This is an optimization exercise on Yosys and OpenROAD, whose aim is small area and a short achievable clock period, not a production implementation. No functional check of the RTL was part of any run shown here.

==> flow/design.v (outline; a module is shown in full before it is edited, if it fits) <==
// module top_module: 1658 lines
// module pid_fa: 4 lines
// module pid_ha: 4 lines
// module pid_hao: 4 lines
module top_module(
    input [11:0] angleIn,
    input [11:0] setPoint,
    input [7:0] kp,
    input [7:0] ki,
    input [7:0] kd,
    input clk,
    input rst,
    output signed [8:0] dutyCycleOut
    );
  // ...
==> flow/flow/run.sh <==
#!/bin/bash
# Standard layout, with timing repair aimed past the clock period (the SDC is
# unchanged) and ordinary buffers on the ports instead of delay cells.
set -euo pipefail
MARGIN=$(cat flow/margin.txt)
bash standard.sh SETUP_SLACK_MARGIN=$MARGIN \
  BUFFER_PORTS_ARGS="-buffer_cell sky130_fd_sc_hd__buf_1" MATCH_CELL_FOOTPRINT=0 SETUP_MOVE_SEQUENCE=unbuffer,sizeup,swap finish > standard_make.log 2>&1
==> flow/flow/margin.txt <==
11.5
==> flow/standard.sh <==
#!/bin/bash
# synth_recipe.tcl (not shown) runs the flow's synth.tcl, then flattens the netlist and writes it again
# the make line also repeats each setting of config.mk as NAME=value (left out here)
make -C /OpenROAD-flow-scripts/flow DESIGN_CONFIG=/design/flow/config.mk WORK_HOME=/design/flow/orfs CLKGATE_MAP_FILE= SYNTH_SCRIPT=/design/flow/synth_recipe.tcl "${@:-finish}"
==> flow/config.mk <==
export PLATFORM = sky130hd
export DESIGN_NAME = top_module
export DESIGN_NICKNAME = top_module
export VERILOG_FILES = /design/flow/design.v
export SDC_FILE = /design/flow/constraint.sdc
export NUM_CORES = 4
export LEC_CHECK = 0
export CAP_MARGIN = 20
export CORE_MARGIN = 2
export CORE_UTILIZATION = 60
export CTS_BUF_LIST = sky130_fd_sc_hd__clkbuf_8
export SLEW_MARGIN = 20
export SYNTH_HIERARCHICAL = 1
==> flow/constraint.sdc <==
create_clock -name core_clock -period 16.0 [get_ports {clk}]
set_input_delay 3.2000 -clock core_clock [delete_from_list [all_inputs] [get_ports {clk}]]
set_output_delay 3.2000 -clock core_clock [all_outputs]
set_load 0.01 [all_outputs]
==> impl_metrics.py, run 1 <==
metrics = {
    "sta": {
        "drv_slew": 0,
        "fin_crit_sh_pct": 30.74,
        "hold_slack_ps": 548.5,
    },
    "setup_path": {
        "crit_cells": 14,
        "path_cells": "nand2_4 -> fa_1 -> fa_1 -> fa_1 -> fa_2 -> fa_1 -> fa_1 -> ha_2 -> fa_1 -> a311o_1 -> a21oi_2 -> nor4_1 -> o31a_1 -> nor4_2",
        "r2r_start": "e_r[7]",
    },
    "floorplanning": {
        "die_y_um": 146.5,
    },
    "layout": {
        "fin_nets": 1622,
        "multi_input_area_sq_um": 10240,
        "flops_and_latches": 84,
        "seqCellArea_sq_um": 1815,
        "reg_top3": "in_r x21, e_r x13, pen_r x13",
    },
    "synthesis": {
        "syn_area_per_cell_sq_um": 10.31,
        "synth_flop_cell": "dfxtp_1",
        "yosys.area.top_type_share_pct": 50.64,
    },
    "clock_tree": {
        "cts_buffers": 9,
        "cts_tree": "done",
    },
    "route": {
        "dr.pass1.iters": 5,
    },
    "min_path": {
        "whs_path_depth": 1,
    },
    "global_route": {
        "busiest_layer": "met2",
        "grt_use_met2_pct": 52.15,
    },
    "run_status": {
        "status": "no timing/DRC/antenna violations",
    },
}
==> run 2: changes to the inputs <==
--- a/flow/design.v
+++ b/flow/design.v
@@ -873,102 +873,16 @@
     wire w852;
     wire w853;
     wire w854;
     wire w855;
     wire w856;
     wire w857;
     wire w858;
     wire w859;
-    wire w860;
-    wire w861;
-    wire w862;
-    wire w863;
-    wire w864;
-    wire w865;
-    wire w866;
-    wire w867;
-    wire w868;
-    wire w869;
-    wire w870;
-    wire w871;
-    wire w872;
-    wire w873;
-    wire w874;
-    wire w875;
-    wire w876;
-    wire w877;
-    wire w878;
-    wire w879;
-    wire w880;
-    wire w881;
-    wire w882;
-    wire w883;
-    wire w884;
-    wire w885;
-    wire w886;
-    wire w887;
-    wire w888;
-    wire w889;
-    wire w890;
-    wire w891;
-    wire w892;
-    wire w893;
-    wire w894;
-    wire w895;
-    wire w896;
-    wire w897;
-    wire w898;
-    wire w899;
-    wire w900;
-    wire w901;
-    wire w902;
-    wire w903;
-    wire w904;
-    wire w905;
-    wire w906;
-    wire w907;
-    wire w908;
-    wire w909;
-    wire w910;
-    wire w911;
-    wire w912;
-    wire w913;
-    wire w914;
-    wire w915;
-    wire w916;
-    wire w917;
-    wire w918;
-    wire w919;
-    wire w920;
-    wire w921;
-    wire w922;
-    wire w923;
-    wire w924;
-    wire w925;
-    wire w926;
-    wire w927;
-    wire w928;
-    wire w929;
-    wire w930;
-    wire w931;
-    wire w932;
-    wire w933;
-    wire w934;
-    wire w935;
-    wire w936;
-    wire w937;
-    wire w938;
-    wire w939;
-    wire w940;
-    wire w941;
-    wire w942;
-    wire w943;
-    wire w944;
-    wire w945;
     wire [22:0] sca = {1'b0, w392, w433, w431, w428, w426, w424, w422, w420, w418, w416, w414, w412, w410, w408, w406, w404, w402, w400, w398, w396, w394, w351};
     wire [22:0] scb = {1'b1, w434, w432, w430, w429, w427, w425, w423, w421, w419, w417, w415, w413, w411, w409, w407, w405, w403, w401, w399, w397, w395, w393};
     assign w1 = ~(in_r[5] ^ ~kd_r[5]);
     assign w2 = in_r[5] | ~kd_r[5];
     pid_fa u_fa1 (.a(in_r[6]), .b(~kd_r[6]), .ci(~(e_r[6] & kpd_r[0])), .s(w3), .co(w4));
     pid_fa u_fa2 (.a(~(e_r[5] & kpd_r[1])), .b(~(e_r[4] & kpd_r[2])), .ci(~(e_r[3] & kpd_r[3])), .s(w5), .co(w6));
     pid_fa u_fa3 (.a(in_r[7]), .b(~kd_r[7]), .ci(~(e_r[7] & kpd_r[0])), .s(w7), .co(w8));
     pid_fa u_fa4 (.a(~(e_r[6] & kpd_r[1])), .b(~(e_r[5] & kpd_r[2])), .ci(~(e_r[4] & kpd_r[3])), .s(w9), .co(w10));
@@ -1286,359 +1200,230 @@
     pid_fa u_fa276 (.a(w523), .b(w560), .ci(w561), .s(w595), .co(w596));
     pid_fa u_fa277 (.a(w527), .b(w562), .ci(w563), .s(w597), .co(w598));
     pid_fa u_fa278 (.a(w528), .b(w564), .ci(w565), .s(w599), .co(w600));
     pid_fa u_fa279 (.a(w532), .b(w567), .ci(w566), .s(w601), .co(w602));
     pid_fa u_fa280 (.a(w536), .b(w568), .ci(w569), .s(w603), .co(w604));
     pid_fa u_fa281 (.a(w540), .b(w571), .ci(w570), .s(w605), .co(w606));
     pid_fa u_fa282 (.a(w542), .b(w573), .ci(w572), .s(w607), .co(w608));
     pid_fa u_fa283 (.a((e_r[12] & ki_r[6])), .b(~(e_r[11] & ki_r[7])), .ci(w574), .s(w609), .co(w610));
-    assign w611 = setPoint[0] ^ ~angleIn[0];
-    assign w612 = setPoint[0] | ~angleIn[0];
-    assign w613 = setPoint[1] ^ ~angleIn[1];
-    assign w614 = setPoint[1] & ~angleIn[1];
-    assign w615 = setPoint[2] ^ ~angleIn[2];
-    assign w616 = setPoint[2] & ~angleIn[2];
-    assign w617 = setPoint[3] ^ ~angleIn[3];
-    assign w618 = setPoint[3] & ~angleIn[3];
-    assign w619 = setPoint[4] ^ ~angleIn[4];
-    assign w620 = setPoint[4] & ~angleIn[4];
-    assign w621 = setPoint[5] ^ ~angleIn[5];
-    assign w622 = setPoint[5] & ~angleIn[5];
-    assign w623 = setPoint[6] ^ ~angleIn[6];
-    assign w624 = setPoint[6] & ~angleIn[6];
-    assign w625 = setPoint[7] ^ ~angleIn[7];
-    assign w626 = setPoint[7] & ~angleIn[7];
-    assign w627 = setPoint[8] ^ ~angleIn[8];
-    assign w628 = setPoint[8] & ~angleIn[8];
-    assign w629 = setPoint[9] ^ ~angleIn[9];
-    assign w630 = setPoint[9] & ~angleIn[9];
-    assign w631 = setPoint[10] ^ ~angleIn[10];
-    assign w632 = setPoint[10] & ~angleIn[10];
-    assign w633 = setPoint[11] ^ ~angleIn[11];
-    assign w634 = setPoint[11] & ~angleIn[11];
-    assign w635 = w611 ^ 1'b1;
-    assign w636 = w613 ^ w612;
-    assign w637 = w614 | (w613 & w612);
-    assign w638 = w615 ^ w637;
-    assign w639 = w616 | (w615 & w637);
-    assign w640 = w617 ^ w639;
-    assign w641 = w618 | (w617 & w616);
-    assign w642 = w617 & w615;
-    assign w643 = w641 | (w642 & w637);
-    assign w644 = w619 ^ w643;
-    assign w645 = w620 | (w619 & w643);
-    assign w646 = w621 ^ w645;
-    assign w647 = w622 | (w621 & w620);
-    assign w648 = w621 & w619;
-    assign w649 = w647 | (w648 & w643);
-    assign w650 = w623 ^ w649;
-    assign w651 = w624 | (w623 & w647);
-    assign w652 = w623 & w648;
-    assign w653 = w651 | (w652 & w643);
-    assign w654 = w625 ^ w653;
-    assign w655 = w626 | (w625 & w624);
-    assign w656 = w625 & w623;
-    assign w657 = w655 | (w656 & w647);
-    assign w658 = w656 & w648;
-    assign w659 = w657 | (w658 & w643);
-    assign w660 = w627 ^ w659;
-    assign w661 = w628 | (w627 & w659);
-    assign w662 = w629 ^ w661;
-    assign w663 = w630 | (w629 & w628);
-    assign w664 = w629 & w627;
-    assign w665 = w663 | (w664 & w659);
-    assign w666 = w631 ^ w665;
-    assign w667 = w632 | (w631 & w663);
-    assign w668 = w631 & w664;
-    assign w669 = w667 | (w668 & w659);
-    assign w670 = w633 ^ w669;
-    assign w671 = w634 | (w633 & w632);
-    assign w672 = w633 & w631;
-    assign w673 = w671 | (w672 & w663);
-    assign w674 = w672 & w664;
-    assign w675 = w673 | (w674 & w659);
-    assign w676 = kp[0] ^ kd[0];
-    assign w677 = kp[0] & kd[0];
-    assign w678 = kp[1] ^ kd[1];
-    assign w679 = kp[1] & kd[1];
-    assign w680 = kp[2] ^ kd[2];
-    assign w681 = kp[2] & kd[2];
-    assign w682 = kp[3] ^ kd[3];
-    assign w683 = kp[3] & kd[3];
-    assign w684 = kp[4] ^ kd[4];
-    assign w685 = kp[4] & kd[4];
-    assign w686 = kp[5] ^ kd[5];
-    assign w687 = kp[5] & kd[5];
-    assign w688 = kp[6] ^ kd[6];
-    assign w689 = kp[6] & kd[6];
-    assign w690 = kp[7] ^ kd[7];
-    assign w691 = kp[7] & kd[7];
-    assign w692 = w676 ^ 1'b0;
-    assign w693 = w678 ^ w677;
-    assign w694 = w679 | (w678 & w677);
-    assign w695 = w680 ^ w694;
-    assign w696 = w681 | (w680 & w694);
-    assign w697 = w682 ^ w696;
-    assign w698 = w683 | (w682 & w681);
-    assign w699 = w682 & w680;
-    assign w700 = w698 | (w699 & w694);
-    assign w701 = w684 ^ w700;
-    assign w702 = w685 | (w684 & w700);
-    assign w703 = w686 ^ w702;
-    assign w704 = w687 | (w686 & w685);
-    assign w705 = w686 & w684;
-    assign w706 = w704 | (w705 & w700);
-    assign w707 = w688 ^ w706;
-    assign w708 = w689 | (w688 & w704);
-    assign w709 = w688 & w705;
-    assign w710 = w708 | (w709 & w700);
-    assign w711 = w690 ^ w710;
-    assign w712 = w691 | (w690 & w689);
-    assign w713 = w690 & w688;
-    assign w714 = w712 | (w713 & w704);
-    assign w715 = w713 & w705;
-    assign w716 = w714 | (w715 & w700);
-    assign w717 = sca[0] ^ scb[0];
-    assign w718 = sca[0] | scb[0];
-    assign w719 = sca[1] ^ scb[1];
-    assign w720 = sca[1] & scb[1];
-    assign w721 = sca[2] ^ scb[2];
-    assign w722 = sca[2] & scb[2];
-    assign w723 = sca[3] ^ scb[3];
-    assign w724 = sca[3] & scb[3];
-    assign w725 = sca[4] ^ scb[4];
-    assign w726 = sca[4] & scb[4];
-    assign w727 = sca[5] ^ scb[5];
-    assign w728 = sca[5] & scb[5];
-    assign w729 = sca[6] ^ scb[6];
-    assign w730 = sca[6] & scb[6];
-    assign w731 = sca[7] ^ scb[7];
-    assign w732 = sca[7] & scb[7];
-    assign w733 = sca[8] ^ scb[8];
-    assign w734 = sca[8] & scb[8];
-    assign w735 = sca[9] ^ scb[9];
-    assign w736 = sca[9] & scb[9];
-    assign w737 = sca[10] ^ scb[10];
-    assign w738 = sca[10] & scb[10];
-    assign w739 = sca[11] ^ scb[11];
-    assign w740 = sca[11] & scb[11];
-    assign w741 = sca[12] ^ scb[12];
-    assign w742 = sca[12] & scb[12];
-    assign w743 = sca[13] ^ scb[13];
-    assign w744 = sca[13] & scb[13];
-    assign w745 = sca[14] ^ scb[14];
-    assign w746 = sca[14] & scb[14];
-    assign w747 = sca[15] ^ scb[15];
-    assign w748 = sca[15] & scb[15];
-    assign w749 = sca[16] ^ scb[16];
-    assign w750 = sca[16] & scb[16];
-    assign w751 = sca[17] ^ scb[17];
-    assign w752 = sca[17] & scb[17];
-    assign w753 = sca[18] ^ scb[18];
-    assign w754 = sca[18] & scb[18];
-    assign w755 = sca[19] ^ scb[19];
-    assign w756 = sca[19] & scb[19];
-    assign w757 = sca[20] ^ scb[20];
-    assign w758 = sca[20] & scb[20];
-    assign w759 = sca[21] ^ scb[21];
-    assign w760 = sca[21] & scb[21];
-    assign w761 = sca[22] ^ scb[22];
-    assign w762 = sca[22] & scb[22];
-    assign w763 = w717 ^ 1'b1;
-    assign w764 = w719 ^ w718;
-    assign w766 = w720 | (w719 & w718);
-    assign w765 = w721 ^ w766;
-    assign w768 = w722 | (w721 & w766);
-    assign w767 = w723 ^ w768;
-    assign w770 = w724 | (w723 & w722);
-    assign w771 = w723 & w721;
-    assign w772 = w770 | (w771 & w766);
-    assign w769 = w725 ^ w772;
-    assign w774 = w726 | (w725 & w772);
-    assign w773 = w727 ^ w774;
-    assign w776 = w728 | (w727 & w726);
-    assign w777 = w727 & w725;
-    assign w778 = w776 | (w777 & w772);
-    assign w775 = w729 ^ w778;
-    assign w780 = w730 | (w729 & w776);
-    assign w781 = w729 & w777;
-    assign w782 = w780 | (w781 & w772);
-    assign w779 = w731 ^ w782;
-    assign w784 = w732 | (w731 & w730);
-    assign w785 = w731 & w729;
-    assign w786 = w784 | (w785 & w776);
-    assign w787 = w785 & w777;
-    assign w788 = w786 | (w787 & w772);
-    assign w783 = w733 ^ w788;
-    assign w790 = w736 | (w735 & w734);
-    assign w791 = w735 & w733;
-    assign w792 = w740 | (w739 & w738);
-    assign w793 = w739 & w737;
-    assign w794 = w792 | (w793 & w790);
-    assign w795 = w793 & w791;
-    assign w796 = w744 | (w743 & w742);
-    assign w797 = w743 & w741;
-    assign w798 = w748 | (w747 & w746);
-    assign w799 = w747 & w745;
-    assign w800 = w798 | (w799 & w796);
-    assign w801 = w799 & w797;
-    assign w802 = w800 | (w801 & w794);
-    assign w803 = w801 & w795;
-    assign w804 = w802 | (w803 & w788);
-    assign w805 = w752 | (w751 & w750);
-    assign w806 = w751 & w749;
-    assign w807 = w756 | (w755 & w754);
-    assign w808 = w755 & w753;
-    assign w809 = w807 | (w808 & w805);
-    assign w810 = w808 & w806;
-    assign w811 = w760 | (w759 & w758);
-    assign w812 = w759 & w757;
-    assign w813 = w811 | (w812 & w809);
-    assign w814 = w812 & w810;
-    assign w815 = w813 | (w814 & w804);
-    assign w789 = w761 ^ w815;
-    assign w816 = w734 | (w733 & w788);
-    assign w817 = (w735 ^ w816) & (w737 ^ w736) & (w739 ^ w738) & (w741 ^ w740) & (w743 ^ w742) & (w745 ^ w744) & (w747 ^ w746) & (w749 ^ w748) & (w751 ^ w750) & (w753 ^ w752) & (w755 ^ w754) & (w757 ^ w756) & (w759 ^ w758) & (w761 ^ w760);
-    assign w818 = ~w717 & (w719 ^ w718) & (w721 ^ w720) & (w723 ^ w722) & (w725 ^ w724) & (w727 ^ w726) & (w729 ^ w728) & (w731 ^ w730) & (w733 ^ w732);
-    assign w819 = ica[0] ^ icb[0];
-    assign w820 = ica[0] | icb[0];
-    assign w821 = ica[1] ^ icb[1];
-    assign w822 = ica[1] & icb[1];
-    assign w823 = ica[2] ^ icb[2];
-    assign w824 = ica[2] & icb[2];
-    assign w825 = ica[3] ^ icb[3];
-    assign w826 = ica[3] & icb[3];
-    assign w827 = ica[4] ^ icb[4];
-    assign w828 = ica[4] & icb[4];
-    assign w829 = ica[5] ^ icb[5];
-    assign w830 = ica[5] & icb[5];
-    assign w831 = ica[6] ^ icb[6];
-    assign w832 = ica[6] & icb[6];
-    assign w833 = ica[7] ^ icb[7];
-    assign w834 = ica[7] & icb[7];
-    assign w835 = ica[8] ^ icb[8];
-    assign w836 = ica[8] & icb[8];
-    assign w837 = ica[9] ^ icb[9];
-    assign w838 = ica[9] & icb[9];
-    assign w839 = ica[10] ^ icb[10];
-    assign w840 = ica[10] & icb[10];
-    assign w841 = ica[11] ^ icb[11];
-    assign w842 = ica[11] & icb[11];
-    assign w843 = ica[12] ^ icb[12];
-    assign w844 = ica[12] & icb[12];
-    assign w845 = ica[13] ^ icb[13];
-    assign w846 = ica[13] & icb[13];
-    assign w847 = ica[14] ^ icb[14];
-    assign w848 = ica[14] & icb[14];
-    assign w849 = ica[15] ^ icb[15];
-    assign w850 = ica[15] & icb[15];
-    assign w851 = ica[16] ^ icb[16];
-    assign w852 = ica[16] & icb[16];
-    assign w853 = ica[17] ^ icb[17];
-    assign w854 = ica[17] & icb[17];
-    assign w855 = ica[18] ^ icb[18];
-    assign w856 = ica[18] & icb[18];
-    assign w857 = ica[19] ^ icb[19];
-    assign w858 = ica[19] & icb[19];
-    assign w859 = ica[20] ^ icb[20];
-    assign w860 = ica[20] & icb[20];
-    assign w861 = w819 ^ 1'b1;
-    assign w862 = w821 ^ w820;
-    assign w863 = w822 | (w821 & w820);
-    assign w864 = w823 ^ w863;
-    assign w865 = w824 | (w823 & w863);
-    assign w866 = w825 ^ w865;
-    assign w867 = w826 | (w825 & w824);
-    assign w868 = w825 & w823;
-    assign w869 = w867 | (w868 & w863);
-    assign w870 = w827 ^ w869;
-    assign w871 = w828 | (w827 & w869);
-    assign w872 = w829 ^ w871;
-    assign w873 = w830 | (w829 & w828);
-    assign w874 = w829 & w827;
-    assign w875 = w873 | (w874 & w869);
-    assign w876 = w831 ^ w875;
-    assign w877 = w832 | (w831 & w873);
-    assign w878 = w831 & w874;
-    assign w879 = w877 | (w878 & w869);
-    assign w880 = w833 ^ w879;
-    assign w881 = w834 | (w833 & w832);
-    assign w882 = w833 & w831;
-    assign w883 = w881 | (w882 & w873);
-    assign w884 = w882 & w874;
-    assign w885 = w883 | (w884 & w869);
-    assign w886 = w835 ^ w885;
-    assign w887 = w836 | (w835 & w885);
-    assign w888 = w837 ^ w887;
-    assign w889 = w838 | (w837 & w836);
-    assign w890 = w837 & w835;
-    assign w891 = w889 | (w890 & w885);
-    assign w892 = w839 ^ w891;
-    assign w893 = w840 | (w839 & w889);
-    assign w894 = w839 & w890;
-    assign w895 = w893 | (w894 & w885);
-    assign w896 = w841 ^ w895;
-    assign w897 = w842 | (w841 & w840);
-    assign w898 = w841 & w839;
-    assign w899 = w897 | (w898 & w889);
-    assign w900 = w898 & w890;
-    assign w901 = w899 | (w900 & w885);
-    assign w902 = w843 ^ w901;
-    assign w903 = w844 | (w843 & w899);
-    assign w904 = w843 & w900;
-    assign w905 = w903 | (w904 & w885);
-    assign w906 = w845 ^ w905;
-    assign w907 = w846 | (w845 & w844);
-    assign w908 = w845 & w843;
-    assign w909 = w907 | (w908 & w899);
-    assign w910 = w908 & w900;
-    assign w911 = w909 | (w910 & w885);
-    assign w912 = w847 ^ w911;
-    assign w913 = w848 | (w847 & w907);
-    assign w914 = w847 & w908;
-    assign w915 = w913 | (w914 & w899);
-    assign w916 = w914 & w900;
-    assign w917 = w915 | (w916 & w885);
-    assign w918 = w849 ^ w917;
-    assign w919 = w850 | (w849 & w848);
-    assign w920 = w849 & w847;
-    assign w921 = w919 | (w920 & w907);
-    assign w922 = w920 & w908;
-    assign w923 = w921 | (w922 & w899);
-    assign w924 = w922 & w900;
-    assign w925 = w923 | (w924 & w885);
-    assign w926 = w851 ^ w925;
-    assign w927 = w852 | (w851 & w925);
-    assign w928 = w853 ^ w927;
-    assign w929 = w854 | (w853 & w852);
-    assign w930 = w853 & w851;
-    assign w931 = w929 | (w930 & w925);
-    assign w932 = w855 ^ w931;
-    assign w933 = w856 | (w855 & w929);
-    assign w934 = w855 & w930;
-    assign w935 = w933 | (w934 & w925);
-    assign w936 = w857 ^ w935;
-    assign w937 = w858 | (w857 & w856);
-    assign w938 = w857 & w855;
-    assign w939 = w937 | (w938 & w929);
-    assign w940 = w938 & w930;
-    assign w941 = w939 | (w940 & w925);
-    assign w942 = w859 ^ w941;
-    assign w943 = w860 | (w859 & w939);
-    assign w944 = w859 & w940;
-    assign w945 = w943 | (w944 & w925);
-    wire in_range = w817;                       
-    wire s_pos = w789;                          
-    wire [8:0] y_lo = {w783, ~w779, ~w775, ~w773, ~w769, ~w767, ~w765, ~w764, ~w763 | w818};
-    wire [12:0] e = {~w675, w670, w666, w662, w660, w654, w650, w646, w644, w640, w638, w636, w635};           
-    wire [8:0] kpd = {w716, w711, w707, w703, w701, w697, w695, w693, w692};        
+    pid_hao u_hao325 (.a(setPoint[0]), .b(~angleIn[0]), .s(w611), .co(w612));
+    pid_ha u_ha3 (.a(setPoint[1]), .b(~angleIn[1]), .s(w613), .co(w614));
+    assign w615 = setPoint[1] | ~angleIn[1];
+    pid_ha u_ha4 (.a(setPoint[2]), .b(~angleIn[2]), .s(w616), .co(w617));
+    assign w618 = setPoint[2] | ~angleIn[2];
+    pid_ha u_ha5 (.a(setPoint[3]), .b(~angleIn[3]), .s(w619), .co(w620));
+    assign w621 = setPoint[3] | ~angleIn[3];
+    pid_ha u_ha6 (.a(setPoint[4]), .b(~angleIn[4]), .s(w622), .co(w623));
+    assign w624 = setPoint[4] | ~angleIn[4];
+    pid_ha u_ha7 (.a(setPoint[5]), .b(~angleIn[5]), .s(w625), .co(w626));
+    assign w627 = setPoint[5] | ~angleIn[5];
+    pid_ha u_ha8 (.a(setPoint[6]), .b(~angleIn[6]), .s(w628), .co(w629));
+    assign w630 = setPoint[6] | ~angleIn[6];
+    pid_ha u_ha9 (.a(setPoint[7]), .b(~angleIn[7]), .s(w631), .co(w632));
+    assign w633 = setPoint[7] | ~angleIn[7];
+    pid_ha u_ha10 (.a(setPoint[8]), .b(~angleIn[8]), .s(w634), .co(w635));
+    assign w636 = setPoint[8] | ~angleIn[8];
+    pid_ha u_ha11 (.a(setPoint[9]), .b(~angleIn[9]), .s(w637), .co(w638));
+    assign w639 = setPoint[9] | ~angleIn[9];
+    pid_ha u_ha12 (.a(setPoint[10]), .b(~angleIn[10]), .s(w640), .co(w641));
+    assign w642 = setPoint[10] | ~angleIn[10];
+    pid_ha u_ha13 (.a(setPoint[11]), .b(~angleIn[11]), .s(w643), .co(w644));
+    assign w645 = setPoint[11] | ~angleIn[11];
+    assign w646 = w611 ^ 1'b1;
+    assign w647 = w613 ^ w612;
+    assign w648 = w614 | (w615 & w612);
+    assign w649 = w616 ^ w648;
+    assign w650 = w617 | (w618 & w648);
+    assign w651 = w619 ^ w650;
+    assign w652 = w620 | (w621 & w617);
+    assign w653 = w621 & w618;
+    assign w654 = w652 | (w653 & w648);
+    assign w655 = w622 ^ w654;
+    assign w656 = w623 | (w624 & w654);
+    assign w657 = w625 ^ w656;
+    assign w658 = w626 | (w627 & w623);
+    assign w659 = w627 & w624;
+    assign w660 = w658 | (w659 & w654);
+    assign w661 = w628 ^ w660;
+    assign w662 = w629 | (w630 & w658);
+    assign w663 = w630 & w659;
+    assign w664 = w662 | (w663 & w654);
+    assign w665 = w631 ^ w664;
+    assign w666 = w632 | (w633 & w629);
+    assign w667 = w633 & w630;
+    assign w668 = w666 | (w667 & w658);
+    assign w669 = w667 & w659;
+    assign w670 = w668 | (w669 & w654);
+    assign w671 = w634 ^ w670;
+    assign w672 = w635 | (w636 & w670);
+    assign w673 = w637 ^ w672;
+    assign w674 = w638 | (w639 & w635);
+    assign w675 = w639 & w636;
+    assign w676 = w674 | (w675 & w670);
+    assign w677 = w640 ^ w676;
+    assign w678 = w641 | (w642 & w674);
+    assign w679 = w642 & w675;
+    assign w680 = w678 | (w679 & w670);
+    assign w681 = w643 ^ w680;
+    assign w682 = w644 | (w645 & w641);
+    assign w683 = w645 & w642;
+    assign w684 = w682 | (w683 & w674);
+    assign w685 = w683 & w675;
+    assign w686 = w684 | (w685 & w670);
+    pid_ha u_ha14 (.a(kp[0]), .b(kd[0]), .s(w687), .co(w688));
+    assign w689 = kp[0] | kd[0];
+    pid_ha u_ha15 (.a(kp[1]), .b(kd[1]), .s(w690), .co(w691));
+    assign w692 = kp[1] | kd[1];
+    pid_ha u_ha16 (.a(kp[2]), .b(kd[2]), .s(w693), .co(w694));
+    assign w695 = kp[2] | kd[2];
+    pid_ha u_ha17 (.a(kp[3]), .b(kd[3]), .s(w696), .co(w697));
+    assign w698 = kp[3] | kd[3];
+    pid_ha u_ha18 (.a(kp[4]), .b(kd[4]), .s(w699), .co(w700));
+    assign w701 = kp[4] | kd[4];
+    pid_ha u_ha19 (.a(kp[5]), .b(kd[5]), .s(w702), .co(w703));
+    assign w704 = kp[5] | kd[5];
+    pid_ha u_ha20 (.a(kp[6]), .b(kd[6]), .s(w705), .co(w706));
+    assign w707 = kp[6] | kd[6];
+    pid_ha u_ha21 (.a(kp[7]), .b(kd[7]), .s(w708), .co(w709));
+    assign w710 = kp[7] | kd[7];
+    assign w711 = w687 ^ 1'b0;
+    assign w712 = w690 ^ w688;
+    assign w713 = w691 | (w692 & w688);
+    assign w714 = w693 ^ w713;
+    assign w715 = w694 | (w695 & w713);
+    assign w716 = w696 ^ w715;
+    assign w717 = w697 | (w698 & w694);
+    assign w718 = w698 & w695;
+    assign w719 = w717 | (w718 & w713);
+    assign w720 = w699 ^ w719;
+    assign w721 = w700 | (w701 & w719);
+    assign w722 = w702 ^ w721;
+    assign w723 = w703 | (w704 & w700);
+    assign w724 = w704 & w701;
+    assign w725 = w723 | (w724 & w719);
+    assign w726 = w705 ^ w725;
+    assign w727 = w706 | (w707 & w723);
+    assign w728 = w707 & w724;
+    assign w729 = w727 | (w728 & w719);
+    assign w730 = w708 ^ w729;
+    assign w731 = w709 | (w710 & w706);
+    assign w732 = w710 & w707;
+    assign w733 = w731 | (w732 & w723);
+    assign w734 = w732 & w724;
+    assign w735 = w733 | (w734 & w719);
+    pid_hao u_hao430 (.a(sca[0]), .b(scb[0]), .s(w736), .co(w737));
+    pid_ha u_ha22 (.a(sca[1]), .b(scb[1]), .s(w738), .co(w739));
+    assign w740 = sca[1] | scb[1];
+    pid_ha u_ha23 (.a(sca[2]), .b(scb[2]), .s(w741), .co(w742));
+    assign w743 = sca[2] | scb[2];
+    pid_ha u_ha24 (.a(sca[3]), .b(scb[3]), .s(w744), .co(w745));
+    assign w746 = sca[3] | scb[3];
+    pid_ha u_ha25 (.a(sca[4]), .b(scb[4]), .s(w747), .co(w748));
+    assign w749 = sca[4] | scb[4];
+    pid_ha u_ha26 (.a(sca[5]), .b(scb[5]), .s(w750), .co(w751));
+    assign w752 = sca[5] | scb[5];
+    pid_ha u_ha27 (.a(sca[6]), .b(scb[6]), .s(w753), .co(w754));
+    assign w755 = sca[6] | scb[6];
+    pid_ha u_ha28 (.a(sca[7]), .b(scb[7]), .s(w756), .co(w757));
+    assign w758 = sca[7] | scb[7];
+    pid_ha u_ha29 (.a(sca[8]), .b(scb[8]), .s(w759), .co(w760));
+    assign w761 = sca[8] | scb[8];
+    pid_ha u_ha30 (.a(sca[9]), .b(scb[9]), .s(w762), .co(w763));
+    assign w764 = sca[9] | scb[9];
+    pid_ha u_ha31 (.a(sca[10]), .b(scb[10]), .s(w765), .co(w766));
+    assign w767 = sca[10] | scb[10];
+    pid_ha u_ha32 (.a(sca[11]), .b(scb[11]), .s(w768), .co(w769));
+    assign w770 = sca[11] | scb[11];
+    pid_ha u_ha33 (.a(sca[12]), .b(scb[12]), .s(w771), .co(w772));
+    assign w773 = sca[12] | scb[12];
+    pid_ha u_ha34 (.a(sca[13]), .b(scb[13]), .s(w774), .co(w775));
+    assign w776 = sca[13] | scb[13];
+    pid_ha u_ha35 (.a(sca[14]), .b(scb[14]), .s(w777), .co(w778));
+    assign w779 = sca[14] | scb[14];
+    pid_ha u_ha36 (.a(sca[15]), .b(scb[15]), .s(w780), .co(w781));
+    assign w782 = sca[15] | scb[15];
+    pid_ha u_ha37 (.a(sca[16]), .b(scb[16]), .s(w783), .co(w784));
+    assign w785 = sca[16] | scb[16];
+    pid_ha u_ha38 (.a(sca[17]), .b(scb[17]), .s(w786), .co(w787));
+    assign w788 = sca[17] | scb[17];
+    pid_ha u_ha39 (.a(sca[18]), .b(scb[18]), .s(w789), .co(w790));
+    assign w791 = sca[18] | scb[18];
+    pid_ha u_ha40 (.a(sca[19]), .b(scb[19]), .s(w792), .co(w793));
+    assign w794 = sca[19] | scb[19];
+    pid_ha u_ha41 (.a(sca[20]), .b(scb[20]), .s(w795), .co(w796));
+    assign w797 = sca[20] | scb[20];
+    pid_ha u_ha42 (.a(sca[21]), .b(scb[21]), .s(w798), .co(w799));
+    assign w800 = sca[21] | scb[21];
+    pid_ha u_ha43 (.a(sca[22]), .b(scb[22]), .s(w801), .co(w802));
+    assign w803 = sca[22] | scb[22];
+    assign w804 = w736 ^ 1'b1;
+    assign w805 = w738 ^ w737;
+    assign w807 = w739 | (w740 & w737);
+    assign w806 = w741 ^ w807;
+    assign w809 = w742 | (w743 & w807);
+    assign w808 = w744 ^ w809;
+    assign w811 = w745 | (w746 & w742);
+    assign w812 = w746 & w743;
+    assign w813 = w811 | (w812 & w807);
+    assign w810 = w747 ^ w813;
+    assign w815 = w748 | (w749 & w813);
+    assign w814 = w750 ^ w815;
+    assign w817 = w751 | (w752 & w748);
+    assign w818 = w752 & w749;
+    assign w819 = w817 | (w818 & w813);
+    assign w816 = w753 ^ w819;
+    assign w821 = w754 | (w755 & w817);
+    assign w822 = w755 & w818;
+    assign w823 = w821 | (w822 & w813);
+    assign w820 = w756 ^ w823;
+    assign w825 = w757 | (w758 & w754);
+    assign w826 = w758 & w755;
+    assign w827 = w825 | (w826 & w817);
+    assign w828 = w826 & w818;
+    assign w829 = w827 | (w828 & w813);
+    assign w824 = w759 ^ w829;
+    assign w831 = w763 | (w764 & w760);
+    assign w832 = w764 & w761;
+    assign w833 = w769 | (w770 & w766);
+    assign w834 = w770 & w767;
+    assign w835 = w833 | (w834 & w831);
+    assign w836 = w834 & w832;
+    assign w837 = w775 | (w776 & w772);
+    assign w838 = w776 & w773;
+    assign w839 = w781 | (w782 & w778);
+    assign w840 = w782 & w779;
+    assign w841 = w839 | (w840 & w837);
+    assign w842 = w840 & w838;
+    assign w843 = w841 | (w842 & w835);
+    assign w844 = w842 & w836;
+    assign w845 = w843 | (w844 & w829);
+    assign w846 = w787 | (w788 & w784);
+    assign w847 = w788 & w785;
+    assign w848 = w793 | (w794 & w790);
+    assign w849 = w794 & w791;
+    assign w850 = w848 | (w849 & w846);
+    assign w851 = w849 & w847;
+    assign w852 = w799 | (w800 & w796);
+    assign w853 = w800 & w797;
+    assign w854 = w852 | (w853 & w850);
+    assign w855 = w853 & w851;
+    assign w856 = w854 | (w855 & w845);
+    assign w830 = w801 ^ w856;
+    assign w857 = w760 | (w761 & w829);
+    assign w858 = (w762 ^ w857) & (w765 ^ w763) & (w768 ^ w766) & (w771 ^ w769) & (w774 ^ w772) & (w777 ^ w775) & (w780 ^ w778) & (w783 ^ w781) & (w786 ^ w784) & (w789 ^ w787) & (w792 ^ w790) & (w795 ^ w793) & (w798 ^ w796) & (w801 ^ w799);
+    assign w859 = ~w736 & (w738 ^ w737) & (w741 ^ w739) & (w744 ^ w742) & (w747 ^ w745) & (w750 ^ w748) & (w753 ^ w751) & (w756 ^ w754) & (w759 ^ w757);
+    wire in_range = w858;                       
+    wire s_pos = w830;                          
+    wire [8:0] y_lo = {w824, ~w820, ~w816, ~w814, ~w810, ~w808, ~w806, ~w805, ~w804 | w859};
+    wire [12:0] e = {~w686, w681, w677, w673, w671, w665, w661, w657, w655, w651, w649, w647, w646};           
+    wire [8:0] kpd = {w735, w730, w726, w722, w720, w716, w714, w712, w711};        
     wire [20:0] ica = {1'b0, (e_r[12] & ki_r[7]), w609, w607, w604, w603, w600, w598, w596, w594, w592, w590, w588, w586, w584, w582, w580, w578, w576, ~(e_r[0] & ki_r[1]), in_r[0]};
     wire [20:0] icb = {1'b1, w610, w608, w606, w605, w602, w601, w599, w597, w595, w593, w591, w589, w587, w585, w583, w581, w579, w577, w575, ~(e_r[0] & ki_r[0])};
-    wire [20:0] isum_n = {w942, w936, w932, w928, w926, w918, w912, w906, w902, w896, w892, w888, w886, w880, w876, w872, w870, w866, w864, w862, w861};    
+    wire [20:0] isum_n = ica + icb + 21'd1;    
     always @(posedge clk) begin
         rst_r <= rst;
         e_r <= e;
         pen_r <= rst_r ? 13'h1fff : ~e_r;    
         kpd_r <= kpd;
         kd_r <= kd;
         ki_r <= ki;
         if (rst_r) in_r <= ~21'd0;
==> flow/flow/run.sh (replaced) <==
#!/bin/bash
# Standard layout, with timing repair aimed past the clock period (the SDC is
# unchanged) and ordinary buffers on the ports instead of delay cells.
set -euo pipefail
MARGIN=$(cat flow/margin.txt)
bash standard.sh SETUP_SLACK_MARGIN=$MARGIN \
  BUFFER_PORTS_ARGS="-buffer_cell sky130_fd_sc_hd__buf_2" MATCH_CELL_FOOTPRINT=0 finish > standard_make.log 2>&1
==> flow/config.mk (replaced) <==
export PLATFORM = sky130hd
export DESIGN_NAME = top_module
export DESIGN_NICKNAME = top_module
export VERILOG_FILES = /design/flow/design.v
export SDC_FILE = /design/flow/constraint.sdc
export NUM_CORES = 4
export LEC_CHECK = 0
export CAP_MARGIN = 20
export CORE_MARGIN = 2
export CORE_UTILIZATION = 60
export SLEW_MARGIN = 20
export SYNTH_HIERARCHICAL = 1
==> run 2 against run 1 <==
Compared with the run above: sequential share of layout area decreased by 1.1 points; utilization increased by 4.9 points; critical path depth increased by 2; global-route usage increased by 1.8 points; clock-buffer cell count unchanged.
==> impl_metrics.py, run 2 <==
metrics = {
    "run_status": {
        "status": "no timing/DRC/antenna violations",
    },
    "synthesis": {
        "synthMuxAreaShare_pct": 0.1610,
        "synth_common_cells": "304 x nand2_1, 284 x fa_1, 84 x dfxtp_1, 81 x ha_1, 76 x inv_1",
        "ys_ff_latch": 84,
        "synth_compound_area_share_pct": 6.720,
        "synth_flop_cell": "dfxtp_1",
        "async_reset_ff_share_pct": 0,
        "synthTopCellsByArea": "fa_1 46%, dfxtp_1 14%, nand2_1 9.2%",
        "yosysUniqueCellTypes": 57,
        "synth-simple-area-share_pct": 17.00,
        "syn_area_per_cell_sq_um": 9.832,
        "yosys.area.top_type": "fa_1",
        "yosys.area.top_type_share_pct": 45.71,
        "synth-seq-area-share_pct": 13.52,
        "synthAdderAreaFrac_pct": 53.86,
        "synthCells": 1265,
        "mappedNetlistNets": 1680,
        "synth_top_family_by_area": "adder cells",
        "yosys_warnings": 7,
        "synth_edf_count": 0,
        "syn_area_sq_um": 12440,
        "synthXorXnorAreaFrac_pct": 4.296,
        "yosysMostFrequentCell": "nand2_1",
    },
    "floorplanning": {
        "die_x_um": 148.0,
        "rows": 52,
        "die_y_um": 148.0,
        "start_util_pct": 61.27,
        "core_area_sq_um": 20300,
        "die_area_sq_um": 21900,
        "io_pins": 59,
    },
    "sta": {
        "clock.fmax_mhz": 206.3,
        "setup_viol": 0,
        "min_period_ps": 4847,
        "relSlewSlack_pct": 36.81,
        "skew_ps": 9.302,
        "fin_crit_sh_pct": 30.29,
        "finalHoldViolations": 0,
        "max_slew.worst_pin.slew_ps": 946.0,
        "rsz0062_at_grt": "true",
        "setup_slack_ps": 11150,
        "drv_slew": 0,
        "setup_tns_ps": 0,
    },
    "layout": {
        "largest_reg_flops": 21,
        "seqCellArea_sq_um": 1813,
        "regMostFlops": "in_r",
        "multi_input_area_sq_um": 10650,
        "mostFrequentLayoutCell": "nand2_1",
        "reg_top3": "in_r x21, e_r x13, pen_r x13",
        "drive_above_1_share_pct": 21.47,
        "stdcell_count": 1616,
        "fin_nets": 1756,
        "final_cell_area_sq_um": 14330,
        "final_cell_mix": "299 x nand2_1, 262 x fa_1, 70 x inv_1",
        "diodes": 0,
        "syn_to_final_growth_pct": 15.18,
        "fillers": 1602,
    },
    "global_route": {
        "grt_remaining_overflow": 0,
        "grt_pass1_vias": 10210,
        "grt_use_met2_pct": 55.39,
        "grt_util_all_layers_pct": 31.96,
        "use_met1_pct": 41.32,
        "use_met3_pct": 3.920,
        "grt_antenna_before_repair": 0,
        "busiest_layer": "met2",
        "grt_max_degree": 26,
        "grt_pass1_wl_um": 53450,
    },
    "route": {
        "totalWireLength_um": 32760,
        "vias_per_cell": 5.887,
        "ant_nets": 0,
        "via_count": 9513,
        "dr.pass1.iters": 5,
        "drt_iter0_drc": 588,
        "drc": 0,
        "routedWlPerCell_um": 20.27,
    },
    "setup_path": {
        "path_class": "flop to flop",
        "crit_path_start_kind": "flop",
        "cpMaxStageDelayCell": "fa_1",
        "endpoint_kind": "flop",
        "critPathArrivalTime_ps": 5030,
        "cp_top_family": "adder cells",
        "r2r_slack_ps": 11150,
        "cp_num_buf_inv": 3,
        "path_cells": "buf_6 -> buf_6 -> buf_6 -> nand2_2 -> fa_1 -> fa_1 -> fa_1 -> fa_1 -> ha_4 -> a21o_1 -> a211oi_2 -> o31ai_4 -> or2_4 -> a221o_1 -> xnor2_1 -> o21ai_1",
        "path_common_cell": "fa_1",
        "r2r_start": "e_r[7]",
        "crit_path_max_fanout": 7,
        "r2r_cells": 16,
        "r2r-end": "in_r[16]",
        "crit_required_ps": 16180,
        "critPathMaxStageDelay_ps": 550,
    },
    "placement": {
        "dpl_worst_slack_ps": 10720,
        "hpwl_um": 24210,
        "place_congestion": 0.9073,
        "place_inst": 1528,
        "dpl_cell_area_sq_um": 12930,
        "port_buffers": 58,
    },
    "clock_tree": {
        "cts_hold_buffers": 0,
        "cts_tree": "done",
        "cts.clk_slew.worst_paths_ps": 80,
        "clk_path_buf_depth": 2,
        "clock_sinks": 84,
        "cts_buffers": 9,
        "cts_root_buf": "clkbuf_16",
        "htreeDepth": 3,
        "clk_latency_ps": 360,
    },
    "min_path": {
        "hp-class": "flop to flop",
        "min_to": "pen_r[12]",
        "hold_start": "e_r[12]",
        "whs_path_depth": 1,
    },
    "run": {
        "max_cap_viol_count": 0,
    },
}
run 2: timing repair:
action                                  CTS  global route
cloned                                    0             0
resized for setup                       122            54
pin swaps                                31            37
endpoints found under the setup margin   26            18
setup buffers                            61            11
hold endpoints to repair                  0             0
run 2: worst max path at each step:
stage | depth (start not counted) | end | startpoint | slack, ps
final | 16 | in_r[16] | e_r[7] | 11150
after detailed placement | 15 | pos_r | e_r[6] | 10720
after CTS | 16 | pos_r | kd_r[0] | 11260
after floorplan | 17 | pos_r | e_r[3] | 11300
after global routing | 16 | pos_r | kpd_r[6] | 11030
after global placement | 15 | pos_r | e_r[6] | 10800
run 2: cell type report:
| type | count | share of cell area (%) |
|---|---|---|
| clock buffers | 9 | 1.572 |
| clock inverters | 7 | 0.4979 |
| inverters | 76 | 2.114 |
| multi-input cells | 1036 | 74.32 |
| flip-flops and latches | 84 | 12.66 |
| well taps | 270 | 2.358 |
| repair buffers | 134 | 6.481 |
run 2: worst register-to-register path, cell delays in order, from the launching register on:
cell and delay, ps:
dfxtp_4 440, buf_6 150, buf_6 100, buf_6 110, nand2_2 50, fa_1 460, fa_1 550, fa_1 440
fa_1 550, ha_4 230, a21o_1 210, a211oi_2 360, o31ai_4 170, or2_4 270, a221o_1 340, xnor2_1 150
o21ai_1 100
run 2: per-layer routing:
| metal | up-vias | wire, um |
|---|---|---|
| met3 | 97 | 1758 |
| li1 | 4155 | - |
| met5 | - | 0 |
| met4 | 0 | 1343 |
| met1 | 4889 | 13100 |
| met2 | 372 | 16560 |
run 2: logic make-up (layout without fill, tap and decap cells):
group                      Yosys count  in the layout
xor gates and xnor gates            61             61
DFF                                 84             84
other                                2              2
AOI/OAI and AO/OA                  129            129
and+or+nand+nor                    477            477
buffers and inverters              145            226
adders and majority gates          365            365
muxes                                2              2
run 2: modules after synthesis (local to each module, per instance):
module / area (sq um) / cells / copies in the design
top_module: 6186 / 931 / 1
pid_fa: 20.02 / 1 / 283
pid_hao: 23.77 / 4 / 2
pid_ha: 12.51 / 1 / 43
run 2: through the flow:
| step | utilization, % | hold slack (ps) |
|---|---|---|
| after global placement | 63.68 | 617.8 |
| after detailed placement | 63.68 | 611.9 |
| final | 70.57 | 519.3 |
| after floorplan | - | 424.6 |
| after CTS | 69.07 | 524.3 |
| after global routing | 70.57 | 558.6 |

static timing again, ports no longer ideal:
In the flow no input, the clock included, has a driving cell. The finished layouts below were timed again as built, in two steps.
Step 1 (the two cells are an assumption about what drives the block):
set clk [get_ports {clk}]
set_driving_cell -lib_cell sky130_fd_sc_hd__clkbuf_16 $clk
set_driving_cell -lib_cell sky130_fd_sc_hd__buf_2 [delete_from_list [all_inputs] $clk]
Step 2 moves the port delays by t, midway between the first and last clock arrival at a register: inputs arrive t later, outputs are due t later. That takes back most of the time a late clock gives input paths.
Three values: ideal ports, drivers, drivers and shift; two values: the first two.
run | t (ns) | setup WS [ns] | worst setup path at the end | clock arrival spread, ns | slew at the worst register clock pin (ns)
run 1 | 0.425 | 11.081 / 11.081 / 10.836 | input to register | 0.021 / 0.021 | 0.10 / 0.10
run 2 | 0.408 | 11.153 / 11.153 / 11.018 | input to register | 0.010 / 0.010 | 0.08 / 0.08
After both steps every run listed still meets setup and hold. For run 1, which loses most, drivers alone change the setup slack by 0.000 ns; drivers and shift together by -0.245 ns.
